Source: an optimization exercise on an open RTL-to-GDS flow (aim: small area). Production flows keep margins and buffers that such runs may drop.
The RTL was checked by simulation tests, not by an equivalence proof against the original design.

==> inputs of v3 <==
// filter
module filter(
  input                clk         ,
  input                reset       ,
  input                sample_en   ,
  input signed [11:0]  filter_in   ,
  input [15:0]         coefdata    ,
  input                coefdata_en ,
  output signed [11:0] filter_out  ,
  output               out_valid
  );
  wire start = sample_en & ~coefdata_en;
  reg        busy;       
  reg        run;        
  reg  [5:0] s;          
  reg  [5:0] kk;         
  reg  [5:0] gd;         
  reg  [3:0] tj;         
  reg  [2:0] ta;
  reg  [5:0] f;          
  reg  [5:0] nsamp;      
  reg        pend;       
  reg  [3:0] v;          
  reg [11:0] out_reg;
  reg        valid_reg;
  reg [15:0] cr [0:60];
  reg [15:0] e  [0:3];
  wire       vany  = |v;
  wire       gapok = (kk == 6'd0)  | (kk == 6'd5)  | (kk == 6'd10) | (kk == 6'd15) |
                     (kk == 6'd20) | (kk == 6'd25) | (kk == 6'd30) | (kk == 6'd35) |
                     (kk == 6'd40) | (kk == 6'd45) | (kk == 6'd50) | (kk == 6'd55) |
                     (kk == 6'd60);
  wire       insc  = gapok & (vany | coefdata_en);
  wire [15:0] newc = v[3] ? e[3] : v[2] ? e[2] : v[1] ? e[1] : v[0] ? e[0] : coefdata;
  integer i;
  always @(posedge clk) begin
    for (i = 0; i < 60; i = i + 1) cr[i] <= cr[i+1];
    cr[60] <= cr[0];
    if (insc) begin
      for (i = 0; i < 12; i = i + 1)
        if (kk == 5 * i) cr[59 - 5 * i] <= newc;
      if (kk == 6'd60) cr[60] <= newc;
    end
    e[0] <= coefdata; e[1] <= e[0]; e[2] <= e[1]; e[3] <= e[2];
  end
  reg [11:0] dr [0:60];
  reg [11:0] xb;
  wire insd = pend & (gd == 6'd0);
  always @(posedge clk) begin
    for (i = 0; i < 60; i = i + 1) dr[i] <= dr[i+1];
    dr[60] <= insd ? xb : dr[0];
    if (start) xb <= filter_in;
  end
  reg [15:0] ctap;
  always @(*) begin
    case (ta)
      3'd0: ctap = cr[0];
      3'd1: ctap = cr[1];
      3'd2: ctap = cr[2];
      3'd3: ctap = cr[3];
      3'd4: ctap = cr[4];
      3'd5: ctap = cr[5];
      default: ctap = cr[6];
    endcase
  end
  reg [11:0] dtap;
  always @(*) begin
    case (tj)
      4'd0: dtap = dr[0];
      4'd1: dtap = dr[7];
      4'd2: dtap = dr[14];
      4'd3: dtap = dr[21];
      4'd4: dtap = dr[28];
      4'd5: dtap = dr[35];
      4'd6: dtap = dr[42];
      4'd7: dtap = dr[49];
      default: dtap = dr[56];
    endcase
  ...
==> flow/config.mk <==
export PLATFORM = sky130hd
export DESIGN_NAME = filter
export DESIGN_NICKNAME = filter
export VERILOG_FILES = /design/flow/design.v
export SDC_FILE = /design/flow/constraint.sdc
export NUM_CORES = 4
export LEC_CHECK = 0
export CAP_MARGIN = 0
export CORE_MARGIN = 2
export CORE_UTILIZATION = 75
export CTS_BUF_LIST = sky130_fd_sc_hd__clkbuf_16
export CTS_CLUSTER_DIAMETER = 90
export CTS_CLUSTER_SIZE = 28
export GPL_TIMING_DRIVEN = 0
export SLEW_MARGIN = 0
export SYNTH_HIERARCHICAL = 1
export SYNTH_MINIMUM_KEEP_SIZE = 0
==> flow/constraint.sdc <==
create_clock -name core_clock -period 50.0 [get_ports {clk}]
set_input_delay 10.0000 -clock core_clock [delete_from_list [all_inputs] [get_ports {clk}]]
set_output_delay 10.0000 -clock core_clock [all_outputs]
set_load 0.01 [all_outputs]
run.sh (not shown) runs the stock make flow with config.mk's settings and CLKGATE_MAP_FILE= SYNTH_SCRIPT=/design/flow/synth_recipe.tcl, a recipe that flattens the netlist after the stock synthesis.
==> inputs of v29, as changes to v3 <==
--- a/flow/design.v
+++ b/flow/design.v
@@ -18,32 +18,42 @@
   reg  [3:0] tj;         
   reg  [2:0] ta;
   reg  [5:0] f;          
   reg  [5:0] nsamp;      
   reg        pend;       
-  reg  [3:0] v;          
+  reg  [2:0] v;          
   reg [11:0] out_reg;
   reg        valid_reg;
   reg [15:0] cr [0:60];
-  reg [15:0] e  [0:3];
+  reg [15:0] e  [0:2];
   wire       vany  = |v;
-  wire       gapok = (kk == 6'd0)  | (kk == 6'd5)  | (kk == 6'd10) | (kk == 6'd15) |
-                     (kk == 6'd20) | (kk == 6'd25) | (kk == 6'd30) | (kk == 6'd35) |
-                     (kk == 6'd40) | (kk == 6'd45) | (kk == 6'd50) | (kk == 6'd55) |
-                     (kk == 6'd60);
+  wire       gapok = (kk == 6'd0) | (kk == 6'd4) | (kk == 6'd8) | (kk == 6'd12) | (kk == 6'd16) | (kk == 6'd20) | (kk == 6'd24) | (kk == 6'd28) | (kk == 6'd32) | (kk == 6'd36) | (kk == 6'd40) | (kk == 6'd44) | (kk == 6'd48) | (kk == 6'd52) | (kk == 6'd56) | (kk == 6'd60);
   wire       insc  = gapok & (vany | coefdata_en);
-  wire [15:0] newc = v[3] ? e[3] : v[2] ? e[2] : v[1] ? e[1] : v[0] ? e[0] : coefdata;
+  wire [15:0] newc = v[2] ? e[2] : v[1] ? e[1] : v[0] ? e[0] : coefdata;
   integer i;
   always @(posedge clk) begin
     for (i = 0; i < 60; i = i + 1) cr[i] <= cr[i+1];
     cr[60] <= cr[0];
     if (insc) begin
-      for (i = 0; i < 12; i = i + 1)
-        if (kk == 5 * i) cr[59 - 5 * i] <= newc;
+      if (kk == 6'd0) cr[59] <= newc;
+      if (kk == 6'd4) cr[55] <= newc;
+      if (kk == 6'd8) cr[51] <= newc;
+      if (kk == 6'd12) cr[47] <= newc;
+      if (kk == 6'd16) cr[43] <= newc;
+      if (kk == 6'd20) cr[39] <= newc;
+      if (kk == 6'd24) cr[35] <= newc;
+      if (kk == 6'd28) cr[31] <= newc;
+      if (kk == 6'd32) cr[27] <= newc;
+      if (kk == 6'd36) cr[23] <= newc;
+      if (kk == 6'd40) cr[19] <= newc;
+      if (kk == 6'd44) cr[15] <= newc;
+      if (kk == 6'd48) cr[11] <= newc;
+      if (kk == 6'd52) cr[7] <= newc;
+      if (kk == 6'd56) cr[3] <= newc;
       if (kk == 6'd60) cr[60] <= newc;
     end
-    e[0] <= coefdata; e[1] <= e[0]; e[2] <= e[1]; e[3] <= e[2];
+    e[0] <= coefdata; e[1] <= e[0]; e[2] <= e[1];
   end
   reg [11:0] dr [0:60];
   reg [11:0] xb;
   wire insd = pend & (gd == 6'd0);
   always @(posedge clk) begin
@@ -713,17 +723,16 @@
   wire [1:0] de = {1'b0, insc} + {1'b0, start};    
   always @(posedge clk or posedge reset) begin
     if (reset) begin
       busy <= 1'b0; run <= 1'b0; s <= 6'd0; kk <= 6'd0; gd <= 6'd0;
       tj <= 4'd1; ta <= 3'd6; f <= 6'd61; nsamp <= 6'd0; pend <= 1'b0;
-      v <= 4'd0; out_reg <= 12'd0; valid_reg <= 1'b0;
+      v <= 3'd0; out_reg <= 12'd0; valid_reg <= 1'b0;
     end else begin
       if (!insc) kk <= (kk == 6'd60) ? 6'd0 : kk + 6'd1;
       v[0] <= coefdata_en & ~(insc & ~vany);
-      v[1] <= v[0] & ~(insc & v[0] & ~v[1] & ~v[2] & ~v[3]);
-      v[2] <= v[1] & ~(insc & v[1] & ~v[2] & ~v[3]);
-      v[3] <= v[2] & ~(insc & v[2] & ~v[3]);
+      v[1] <= v[0] & ~(insc & v[0] & ~v[1] & ~v[2]);
+      v[2] <= v[1] & ~(insc & v[1] & ~v[2]);
       if (start) gd <= (gd == 6'd0) ? 6'd59 : (gd == 6'd1) ? 6'd60 : gd - 6'd2;
       else       gd <= (gd == 6'd0) ? 6'd60 : gd - 6'd1;
       if (start) pend <= 1'b1;
       else if (insd) pend <= 1'b0;
       if (de == 2'd1) begin
==> flow/flow/run.sh (new file) <==
#!/bin/bash
# Layout flow: the standard flow (standard.sh, ORFS) with three ORFS settings
# changed; its output goes to standard.log, ORFS's own logs to orfs/logs/.
#  - REMOVE_ABC_BUFFERS=1: drop the buffers that ABC put on high-fanout nets
#    (the clock period is long; repair_design adds back any that are needed)
#  - port buffers of the smallest buffer cell
#  - clock tree without dummy loads
set -eo pipefail
bash standard.sh \
  REMOVE_ABC_BUFFERS=1 \
  "BUFFER_PORTS_ARGS=-buffer_cell sky130_fd_sc_hd__buf_1" \
  "CTS_ARGS=-sink_clustering_enable -repair_clock_nets -sink_clustering_size 10 -sink_clustering_max_diameter 50 -buf_list sky130_fd_sc_hd__clkbuf_4 -dont_use_dummy_load" \
  finish > standard.log 2>&1
==> flow/standard.sh (new file) <==
#!/bin/bash
# synth_recipe.tcl (not shown) runs the flow's synth.tcl, then flattens the netlist and writes it again
# the make line also repeats each setting of config.mk as NAME=value (left out here)
make -C /OpenROAD-flow-scripts/flow DESIGN_CONFIG=/design/flow/config.mk WORK_HOME=/design/flow/orfs CLKGATE_MAP_FILE= SYNTH_SCRIPT=/design/flow/synth_recipe.tcl "${@:-finish}"
==> flow/config.mk (replaced) <==
export PLATFORM = sky130hd
export DESIGN_NAME = filter
export DESIGN_NICKNAME = filter
export VERILOG_FILES = /design/flow/design.v
export SDC_FILE = /design/flow/constraint.sdc
export NUM_CORES = 4
export LEC_CHECK = 0
export CAP_MARGIN = 10
export CORE_MARGIN = 2
export CORE_UTILIZATION = 65
export CTS_BUF_LIST = sky130_fd_sc_hd__clkbuf_16
export CTS_CLUSTER_DIAMETER = 100
export CTS_CLUSTER_SIZE = 30
export GPL_TIMING_DRIVEN = 0
export SLEW_MARGIN = 10
export SYNTH_HIERARCHICAL = 1
export SYNTH_MINIMUM_KEEP_SIZE = 0
removed: flow/run.sh
==> inputs of v21, as changes to v3 <==
==> flow/config.mk (replaced) <==
export PLATFORM = sky130hd
export DESIGN_NAME = filter
export DESIGN_NICKNAME = filter
export VERILOG_FILES = /design/flow/design.v
export SDC_FILE = /design/flow/constraint.sdc
export NUM_CORES = 4
export LEC_CHECK = 0
export ABC_AREA = 1
export CAP_MARGIN = 20
export CORE_MARGIN = 2
export CORE_UTILIZATION = 65
export CTS_BUF_LIST = sky130_fd_sc_hd__clkbuf_16
export CTS_CLUSTER_DIAMETER = 90
export CTS_CLUSTER_SIZE = 28
export SLEW_MARGIN = 20
export SYNTH_HIERARCHICAL = 1
export SYNTH_MINIMUM_KEEP_SIZE = 0
==> inputs of v19, as changes to v3 <==
==> flow/config.mk (replaced) <==
export PLATFORM = sky130hd
export DESIGN_NAME = filter
export DESIGN_NICKNAME = filter
export VERILOG_FILES = /design/flow/design.v
export SDC_FILE = /design/flow/constraint.sdc
export NUM_CORES = 4
export LEC_CHECK = 0
export CAP_MARGIN = 20
export CORE_MARGIN = 2
export CORE_UTILIZATION = 65
export CTS_BUF_LIST = sky130_fd_sc_hd__clkbuf_16
export CTS_CLUSTER_DIAMETER = 100
export CTS_CLUSTER_SIZE = 30
export SLEW_MARGIN = 20
export SYNTH_HIERARCHICAL = 1
export SYNTH_MINIMUM_KEEP_SIZE = 0
==> comparison table <==
quantity	v29	v19	v3	v21
Layout Skew	194 ps	22.4 ps	26.3 ps	36.5 ps
Cells after synthesis	3,652	3,385	3,385	3,960
Detailed Route Iter0 Violations	1,383	1,340	1,541	1,479
Die area	0.0796 mm2	0.0803 mm2	0.0697 mm2	0.0804 mm2
Core outline area	0.0762 mm2	0.0773 mm2	0.0670 mm2	0.0775 mm2
Layout area overhead	5.79%	7.25%	7.36%	7.44%
Vias	24,791	23,119	24,208	25,431
Final RePlAce weighted congestion	0.836	0.830	0.856	0.901
Critical path origin	ta[2]	ta[0]	ta[0]	ta[2]
Depth of the worst register-to-register path	48	50	52	56
Fraction of the cycle the final worst path needs	35.5%	35.5%	36.1%	32.8%
Setup slack, reg-to-reg	32,270 ps	32,240 ps	31,930 ps	33,620 ps
#MultiIn Comb	1,596	1,331	1,331	1,699
Routed vias/inst	5.15	5.15	5.49	5.03
Mux cell area share after synthesis	2.21%	6.75%	6.75%	0.0887%
Setup WS pre-CTS	32,260 ps	32,210 ps	32,010 ps	33,680 ps
Adder and majority cell fraction of the synthesized area	8.94%	8.88%	8.88%	8.85%
Run status	complete, no violations	complete, no violations	complete, no violations	complete, no violations
Sequential fraction of total cell area	70.5%	69.5%	69.5%	69.3%
Final Net Count	4,054	3,700	3,787	4,263
Worst-margin pin slew	1240 ps	1120 ps	1370 ps	1030 ps

static timing again, ports no longer ideal:
The results above use ideal ports. As a check the final layouts listed here were re-extracted and re-timed, cells and wires unchanged.
Step 1 sets driving cells, clkbuf_16 on the clock port and buf_2 on the other inputs (assumed; they add their load-dependent delay and slew).
Step 2, shift: input delay + t, output delay - t, t = (earliest + latest rising clock arrival at the registers) / 2. This alone moves slack from input paths to output paths.
a / b / c = ideal ports / drivers / drivers and shift; a / b = the first two.
run | t, ns | setup slack, ns | worst setup path at the end
v3 | 0.718 | 31.935 / 31.935 / 31.935 | register to register
v29 | 1.050 | 32.270 / 32.270 / 32.270 | register to register
v21 | 0.730 | 33.625 / 33.625 / 33.625 | register to register
v19 | 0.716 | 32.245 / 32.245 / 32.245 | register to register
After both steps setup and hold are still met in every run listed.
